What follows belongs to an exercise in optimizing a design on an open flow for small area; a production flow would make more cautious choices. In this exercise RTL edits were held to simulation tests only and were not proved equivalent to the original. The clock port is modelled as an ideal driver; clocking choices that lean on that would not hold on a real chip. Power and IR drop assume default switching activity.

==> branch violet: inputs <==
==> flow/design.v <==
module ctr #(
    parameter W = 10,
    parameter M = 1024,
    parameter RST = 0            
    )
    (
    input  wire         i_clk,
    input  wire         i_rst,
    input  wire         i_en,
    output reg  [W-1:0] o_q,
    output wire         o_wrap   
    );
    localparam [W-1:0] LOAD = (1 << W) - M;
    localparam [W-1:0] RV = RST;
    reg [W-1:0] cy;              
    integer i;
    always @* begin
        cy[0] = i_en;
        for (i = 1; i < W; i = i + 1)
            cy[i] = cy[i-1] & o_q[i-1];
    end
    assign o_wrap = cy[W-1] & o_q[W-1];
    always @(posedge i_clk)
        if (i_rst)
            o_q <= RV;
        else if (o_wrap)
            o_q <= LOAD;
        else
            o_q <= o_q ^ cy;
endmodule
module vga640x480(
    input  wire        i_clk,
    input  wire        i_rst,
    output wire        o_hs,
    output wire        o_vs,
    output wire        o_stb,     
    output wire        o_eol,     
    output wire        o_pre,     
    output wire        o_upd,     
    output wire        o_vb,      
    output wire        o_ystep,   
    output wire        o_h161,    
    output wire        o_h799,    
    output wire        o_line1    
    );
    localparam HOFF = 2048 - 1602;
    localparam VOFF = 1024 - 525;
    wire [10:0] hq;
    wire [9:0]  vq;
    wire eol, vwrap;
    wire stb = hq[0];                        
    wire vend = &vq;                         
    wire vstep = stb & (eol | vend);
    ctr #(.W(11), .M(1602), .RST(1601 + HOFF)) hcnt (
        .i_clk(i_clk), .i_rst(i_rst), .i_en(1'b1), .o_q(hq), .o_wrap(eol));
    ctr #(.W(10), .M(525), .RST(524 + VOFF)) vcnt (
        .i_clk(i_clk), .i_rst(i_rst), .i_en(vstep), .o_q(vq), .o_wrap(vwrap));
    wire line479 = (vq == 479 + VOFF);
    assign o_vb  = (vq >= 480 + VOFF);
    assign o_hs  = ~((hq >= 32 + HOFF) & (hq <= 223 + HOFF));    
    assign o_vs  = ~(vq[9:1] == (491 + VOFF) / 2);               
    assign o_stb = stb;
    assign o_eol = eol;
    assign o_pre = line479 & (hq == 1600 + HOFF);
    assign o_upd = line479 & eol;
    assign o_ystep = stb & ((eol & ~o_vb) | vend);
    assign o_h161 = (hq == 323 + HOFF);
    assign o_h799 = (hq == 1599 + HOFF);
    assign o_line1 = (vq == 1 + VOFF);
endmodule
module square #(
    parameter H_SIZE=80,       
    IX=320,                    
    IY=240,                    
    IX_DIR=1,                  
    IY_DIR=1,                  
    D_WIDTH=640,
    D_HEIGHT=480
    )
    (
    input  wire i_clk,
    input  wire i_rst,
    input  wire i_stb,       
    input  wire i_pre,       
    input  wire i_upd,       
    input  wire i_vb,        
    input  wire i_ystep,     
    input  wire i_h161,      
    input  wire i_h799,      
    input  wire i_line1,     
    output wire o_on
    );
    localparam C0 = 640 - (IX - H_SIZE);
    localparam D0 = 480 - (IY - H_SIZE);
    localparam COFF = 1024 - 801;
    localparam DOFF = 512 - 481;
    localparam CLO = (1 + 801 - C0) % 801 + COFF;
    localparam CHI = (2*H_SIZE - 1 + 801 - C0) % 801 + COFF;
    localparam DLO = (1 + 481 - D0) % 481 + DOFF;
    localparam DHI = (2*H_SIZE - 1 + 481 - D0) % 481 + DOFF;
    localparam DB  = (2*H_SIZE + 481 - D0) % 481 + DOFF;
    wire [9:0] cq;
    wire [8:0] dq;
    wire cwrap, dwrap;
    reg x_dir, y_dir;
    wire cstep = (i_stb & ~(i_upd & x_dir)) | (i_pre & ~x_dir);
    wire dstep = (i_ystep & ~(i_upd & y_dir)) | (i_pre & ~y_dir);
    ctr #(.W(10), .M(801), .RST(COFF)) xcnt (
        .i_clk(i_clk), .i_rst(i_rst), .i_en(cstep), .o_q(cq), .o_wrap(cwrap));
    ctr #(.W(9), .M(481), .RST(DOFF)) ycnt (
        .i_clk(i_clk), .i_rst(i_rst), .i_en(dstep), .o_q(dq), .o_wrap(dwrap));
    wire on_x = (cq >= CLO) & (cq <= CHI);
    wire on_y = i_vb ? (dq == DB) : ((dq >= DLO) & (dq <= DHI));
    assign o_on = on_x & on_y;
    always @(posedge i_clk) begin
        if (i_rst) begin
            x_dir <= IX_DIR;
            y_dir <= IY_DIR;
        end else begin
            if (on_x & i_h161) x_dir <= 1'b1;
            if (on_x & i_h799) x_dir <= 1'b0;
            if (on_y & i_line1) y_dir <= 1'b1;
            if (on_y & i_vb) y_dir <= 1'b0;
        end
    end
endmodule
module top(
    input wire CLK,              
    input wire RST_BTN,          
    output wire VGA_HS_O,        
    output wire VGA_VS_O,        
    output wire [3:0] VGA_R,     
    output wire [3:0] VGA_G,     
    output wire [3:0] VGA_B      
    );
    wire rst = ~RST_BTN;     
    wire stb, eol, pre, upd, vb, ystep, h161, h799, line1;
    vga640x480 display (
        .i_clk(CLK),
        .i_rst(rst),
        .o_hs(VGA_HS_O),
        .o_vs(VGA_VS_O),
        .o_stb(stb),
        .o_eol(eol),
        .o_pre(pre),
        .o_upd(upd),
        .o_vb(vb),
        .o_ystep(ystep),
        .o_h161(h161),
        .o_h799(h799),
        .o_line1(line1)
    );
    wire sq_a, sq_b, sq_c;
    square #(.IX(160), .IY(120), .H_SIZE(60)) sq_a_anim (
        .i_clk(CLK), .i_rst(rst), .i_stb(stb), .i_pre(pre), .i_upd(upd),
        .i_vb(vb), .i_ystep(ystep), .i_h161(h161), .i_h799(h799),
        .i_line1(line1), .o_on(sq_a)
    );
    square #(.IX(320), .IY(240), .IY_DIR(0)) sq_b_anim (
        .i_clk(CLK), .i_rst(rst), .i_stb(stb), .i_pre(pre), .i_upd(upd),
        .i_vb(vb), .i_ystep(ystep), .i_h161(h161), .i_h799(h799),
        .i_line1(line1), .o_on(sq_b)
    );
    square #(.IX(480), .IY(360), .H_SIZE(100)) sq_c_anim (
        .i_clk(CLK), .i_rst(rst), .i_stb(stb), .i_pre(pre), .i_upd(upd),
        .i_vb(vb), .i_ystep(ystep), .i_h161(h161), .i_h799(h799),
        .i_line1(line1), .o_on(sq_c)
    );
    assign VGA_R[3] = sq_a;   
    assign VGA_G[3] = sq_b;   
    assign VGA_B[3] = sq_c;   
    assign VGA_R[2:0] = 3'b000;
    assign VGA_G[2:0] = 3'b000;
    assign VGA_B[2:0] = 3'b000;
endmodule
==> flow/flow/run.sh <==
#!/bin/bash
# Layout flow: the standard flow (standard.sh) with an area-oriented
# technology mapping in synthesis (see overrides.tcl): the design is
# synthesized once with each ABC script flow/abc*.abc, and the layout is
# made from the one with the smallest cell area. Extra ORFS make variables
# are listed one per line in flow/make.args (__WORK__ stands for the work
# folder).
# Runs in the work folder; each tool's output goes to a log file here.
set -euo pipefail
work=$(pwd)
cat "$work/flow/overrides.tcl" "$work/synth_recipe.tcl" > "$work/area_synth.tcl"
sed "s|SYNTH_SCRIPT=[^ ]*|SYNTH_SCRIPT=$work/area_synth.tcl|" "$work/standard.sh" > "$work/area_standard.sh"
grep -q "SYNTH_SCRIPT=$work/area_synth.tcl" "$work/area_standard.sh"
extra=()
if [[ -f "$work/flow/make.args" ]]; then
  while IFS= read -r line; do
    [[ -n "$line" ]] && extra+=("${line//__WORK__/$work}")
  done < "$work/flow/make.args"
fi

# trial syntheses, one work home each
best=""; best_area=""
pids=()
for s in "$work"/flow/abc*.abc; do
  k=$(basename "$s" .abc)
  sed "s|WORK_HOME=[^ ]*|WORK_HOME=$work/trial_$k|" "$work/area_standard.sh" > "$work/trial_$k.sh"
  grep -q "WORK_HOME=$work/trial_$k" "$work/trial_$k.sh"
  FLOW_AREA_ABC="$s" bash "$work/trial_$k.sh" "${extra[@]}" synth > "$work/synth_$k.log" 2>&1 &
  pids+=($!)
done
for p in "${pids[@]}"; do wait "$p"; done
for s in "$work"/flow/abc*.abc; do
  k=$(basename "$s" .abc)
  a=$(awk '/Chip area for module/ {print $NF}' "$work"/trial_$k/reports/*/top/base/synth_stat.txt | tail -1)
  echo "$k $a" >> "$work/trials.txt"
  if [[ -z "$best" ]] || awk -v a="$a" -v b="$best_area" 'BEGIN { exit !(a < b) }'; then
    best=$s; best_area=$a
  fi
done
echo "chosen $(basename "$best" .abc) $best_area" >> "$work/trials.txt"

rm -rf "$work"/trial_*
export FLOW_AREA_ABC="$best"
bash "$work/area_standard.sh" "${extra[@]}" synth > "$work/synth.log" 2>&1
bash "$work/area_standard.sh" "${extra[@]}" finish > "$work/layout.log" 2>&1
==> flow/flow/abc1.abc <==
strash
dc2
&get -n
&st
&synch2
&dch -f
&nf -R 1000
&put
==> flow/flow/abc2.abc <==
strash
&get -n
&dch -f
&nf -R 1000
&put
==> flow/flow/abc3.abc <==
strash
dc2
dc2
&get -n
&st
&synch2
&dch -f
&nf -R 1000
&put
==> flow/flow/abc4.abc <==
strash
&get -n
&st
&syn2
&dch -f
&nf -R 1000
&put
==> flow/flow/abc5.abc <==
strash
dc2
&get -n
&st
&synch2
&dch -f
&if -K 4 -a
&mfs
&put
strash
&get -n
&dch -f
&nf -R 1000
&put
==> flow/flow/abc6.abc <==
strash
balance
rewrite
refactor
balance
rewrite -z
rewrite -z
dc2
&get -n
&st
&dch -f
&nf -R 1000
&put
==> flow/flow/abc7.abc <==
strash
dc2
&get -n
&st
&synch2
&dch -f
&nf -R 2000 -C 32
&put
==> flow/flow/abc8.abc <==
strash
ifraig
dc2
&get -n
&st
&synch2
&dch -f
&nf -R 1000
&put
==> flow/flow/make.args <==
CTS_ARGS=-sink_clustering_enable -repair_clock_nets -dont_use_dummy_load -buf_list sky130_fd_sc_hd__clkbuf_4
BUFFER_PORTS_ARGS=-buffer_cell sky130_fd_sc_hd__buf_1
SKIP_REPAIR_TIE_FANOUT=1
POST_CTS_TCL=__WORK__/flow/post_cts.tcl
==> flow/flow/overrides.tcl <==
# Prepended to synth_recipe.tcl: the standard synthesis, except that Yosys
# does not extract half and full adders and ABC maps the logic for area
# (flow/area.abc) in place of the speed script. Registers are mapped before
# either step, so their names and cells are the standard synthesis's.
proc extract_fa {args} { puts "run.sh: extract_fa skipped" }
proc abc {args} {
  set i [lsearch -exact $args -script]
  set args [lreplace $args $i [expr {$i + 1}] -script $::env(FLOW_AREA_ABC)]
  yosys abc {*}$args
}
==> flow/flow/post_cts.tcl <==
estimate_parasitics -placement
set upsized 0
foreach inst [get_cells *] {
  set ref [get_property $inst ref_name]
  if { $ref ne "sky130_fd_sc_hd__clkbuf_4" } { continue }
  set out [get_pins [get_name $inst]/X]
  set slew [get_property $out slew_max]
  if { $slew > 0.100 } {
    puts "post_cts: [get_name $inst] slew $slew, now sky130_fd_sc_hd__clkbuf_8"
    replace_cell $inst sky130_fd_sc_hd__clkbuf_8
    incr upsized
  }
}
if { $upsized > 0 } {
  detailed_placement
  check_placement -verbose
  estimate_parasitics -placement
}
==> flow/standard.sh <==
#!/bin/bash
# synth_recipe.tcl (not shown) runs the flow's synth.tcl, then flattens the netlist and writes it again
# the make line also repeats each setting of config.mk as NAME=value (left out here)
make -C /OpenROAD-flow-scripts/flow DESIGN_CONFIG=/design/flow/config.mk WORK_HOME=/design/flow/orfs CLKGATE_MAP_FILE= SYNTH_SCRIPT=/design/flow/synth_recipe.tcl "${@:-finish}"
==> flow/config.mk <==
export PLATFORM = sky130hd
export DESIGN_NAME = top
export DESIGN_NICKNAME = top
export VERILOG_FILES = /design/flow/design.v
export SDC_FILE = /design/flow/constraint.sdc
export NUM_CORES = 4
export LEC_CHECK = 0
export CAP_MARGIN = 20
export CORE_MARGIN = 2
export CORE_UTILIZATION = 75
export PLACE_DENSITY = 0.88
export SLEW_MARGIN = 20
==> flow/constraint.sdc <==
create_clock -name core_clock -period 10.0 [get_ports {CLK}]
set_input_delay 2.0000 -clock core_clock [delete_from_list [all_inputs] [get_ports {CLK}]]
set_output_delay 2.0000 -clock core_clock [all_outputs]
set_load 0.01 [all_outputs]
==> inputs of branch amber, as changes to branch violet <==
==> flow/flow/run.sh (replaced) <==
#!/bin/bash
# Layout flow: the standard flow (standard.sh) with an area-oriented
# technology mapping in synthesis (see overrides.tcl) and, if flow/cts.args
# exists, its clock tree synthesis options. Runs in the work folder; each
# tool's output goes to a log file here.
set -euo pipefail
work=$(pwd)
cat "$work/flow/overrides.tcl" "$work/synth_recipe.tcl" > "$work/area_synth.tcl"
sed "s|SYNTH_SCRIPT=[^ ]*|SYNTH_SCRIPT=$work/area_synth.tcl|" "$work/standard.sh" > "$work/area_standard.sh"
grep -q "SYNTH_SCRIPT=$work/area_synth.tcl" "$work/area_standard.sh"
export FLOW_AREA_ABC="$work/flow/area.abc"
extra=()
if [[ -f "$work/flow/cts.args" ]]; then
  extra+=("CTS_ARGS=$(tr '\n' ' ' < "$work/flow/cts.args")")
fi
bash "$work/area_standard.sh" "${extra[@]}" synth > "$work/synth.log" 2>&1
bash "$work/area_standard.sh" "${extra[@]}" finish > "$work/layout.log" 2>&1
==> flow/flow/area.abc (new file) <==
strash
dc2
&get -n
&st
&synch2
&dch -f
&nf -R 1000
&put
==> flow/flow/cts.args (new file) <==
-sink_clustering_enable -repair_clock_nets -dont_use_dummy_load
CORE_UTILIZATION = 40   (was 75)
PLACE_DENSITY = 0.6   (was 0.88)
removed: flow/flow/abc1.abc
removed: flow/flow/abc2.abc
removed: flow/flow/abc3.abc
removed: flow/flow/abc4.abc
removed: flow/flow/abc5.abc
removed: flow/flow/abc6.abc
removed: flow/flow/abc7.abc
removed: flow/flow/abc8.abc
removed: flow/flow/make.args
removed: flow/flow/post_cts.tcl
==> inputs of branch willow, as changes to branch violet <==
==> flow/run.sh (new file) <==
#!/bin/bash
# synth_recipe.tcl (not shown) runs the flow's synth.tcl, then flattens the netlist and writes it again
# the make line also repeats each setting of config.mk as NAME=value (left out here)
make -C /OpenROAD-flow-scripts/flow DESIGN_CONFIG=/design/flow/config.mk WORK_HOME=/design/flow/orfs CLKGATE_MAP_FILE= SYNTH_SCRIPT=/design/flow/synth_recipe.tcl finish
CORE_UTILIZATION = 70   (was 75)
PLACE_DENSITY = 0.8   (was 0.88)
removed: flow/flow/run.sh
removed: flow/flow/abc1.abc
removed: flow/flow/abc2.abc
removed: flow/flow/abc3.abc
removed: flow/flow/abc4.abc
removed: flow/flow/abc5.abc
removed: flow/flow/abc6.abc
removed: flow/flow/abc7.abc
removed: flow/flow/abc8.abc
removed: flow/flow/make.args
removed: flow/flow/overrides.tcl
removed: flow/flow/post_cts.tcl
removed: flow/standard.sh
==> run summary <==
- Branch violet finished with timing, DRC and antenna clean. Branch amber finished clean. Branch willow finished with timing, DRC and antenna clean.
- Clock power, highest first: branch willow, branch amber, branch violet.
- In non-clock buffer count, branch amber and branch willow do not differ.
- Sequential share of layout area, highest first: branch violet, branch amber, branch willow.
- In branch willow the clock-buffer cell count is higher than in branch violet, by 2.
- Of branch violet and branch willow, branch willow has the higher sequential power (gap 9.0%, measured against branch willow).
- Register-to-register slack: branch willow < branch amber < branch violet.
- Of branch willow and branch violet, branch violet has the higher clock skew (gap 0.020 ns).
- The highest first-iteration DRC count belongs to branch violet, the lowest to branch willow.
- The lowest final cell count belongs to branch willow, the highest to branch amber.
- Routed wire length, lowest first: branch willow, branch violet, branch amber.
- Against branch willow, the global-route usage of branch amber is lower by 7.7 points.
==> figures <==
Result of the run: branch violet timing/DRC/antenna clean; branch amber timing/DRC/antenna clean; branch willow timing/DRC/antenna clean
Arrival time worst endpoint: branch violet 2.49 ns; branch amber 2.83 ns; branch willow 5.78 ns
Final GP Congestion: branch violet 0.992; branch amber 0.841; branch willow 0.810
Transition time at the pin with the least slew margin: branch violet 0.896 ns; branch amber 0.759 ns; branch willow 0.673 ns
Tap cells: branch violet 54; branch amber 108; branch willow 72
Layout Skew: branch violet 0.0256 ns; branch amber 0.0104 ns; branch willow 0.00566 ns
Fraction of area in multi-input gates: branch violet 0.478; branch amber 0.474; branch willow 0.529
DIE WIDTH: branch violet 72.9 microns; branch amber 98.7 microns; branch willow 80.1 microns
Core Util, Final: branch violet 0.786; branch amber 0.441; branch willow 0.777
Origin of the worst min-delay path: branch violet sq_c_anim.x_dir; branch amber sq_b_anim.x_dir; branch willow sq_b_anim.y_dir
All-layer global routing usage: branch violet 0.276; branch amber 0.148; branch willow 0.225
Cell-internal power: branch violet 559 uW; branch amber 595 uW; branch willow 738 uW
Critical path's most frequent cell: branch violet nand2_1; branch amber -; branch willow ha_1
Slowest-stage cell, CP: branch violet or4_1; branch amber nor3_1; branch willow nor2b_1
Crit path max fanout: branch violet 5; branch amber 7; branch willow 9
Synth Area per Inst: branch violet 8.09 sq um; branch amber 8.18 sq um; branch willow 10.4 sq um
Least setup slack across all paths after layout: branch violet 5.51 ns; branch amber 5.17 ns; branch willow 4.51 ns
Combined area of the multi-input logic cells: branch violet 1750 sq um; branch amber 1830 sq um; branch willow 2280 sq um
Clock tree cell share of total cell area: branch violet 0.0253; branch amber 0.0322; branch willow 0.0398
Levels on crit path: branch violet 8; branch amber 9; branch willow 25
Sequential portion of the cell area: branch violet 0.459; branch amber 0.437; branch willow 0.390
Fraction of power consumed by the clock network: branch violet 0.179; branch amber 0.199; branch willow 0.199
Worst reg2reg endpoint: branch violet sq_c_anim.xcnt.o_q[9]; branch amber sq_b_anim.xcnt.o_q[5]; branch willow sq_a_anim.ycnt.o_q[5]

static timing again, ports no longer ideal:
The results above use ideal ports. As a check the final layouts listed here were re-extracted and re-timed, cells and wires unchanged. Step 1 sets driving cells, clkbuf_16 on the clock port and buf_2 on the other inputs (assumed; they add their load-dependent delay and slew). Step 2 adds t to the input delays and takes it off the output delays; t is the mean of the earliest and latest rising clock arrival at the registers after step 1. Input paths then give back, and output paths get back, about the clock's delay inside the block. a / b / c = ideal / step 1 / step 2; a / b = the first two.
run	shift t [ns]	setup slack, ns	hold slack, ns	latest minus earliest clock arrival (ns)	pins driven straight from the clock port
branch violet	0.439	5.511 / 5.484 / 5.923	0.476 / 0.476 / 0.476	0.026 / 0.026	1
branch amber	0.364	5.174 / 5.144 / 5.413	0.481 / 0.481 / 0.481	0.010 / 0.010	1
branch willow	0.372	4.506 / 4.506 / 4.506	0.503 / 0.503 / 0.503	0.005 / 0.006	1
After both steps every run listed still meets setup and hold.
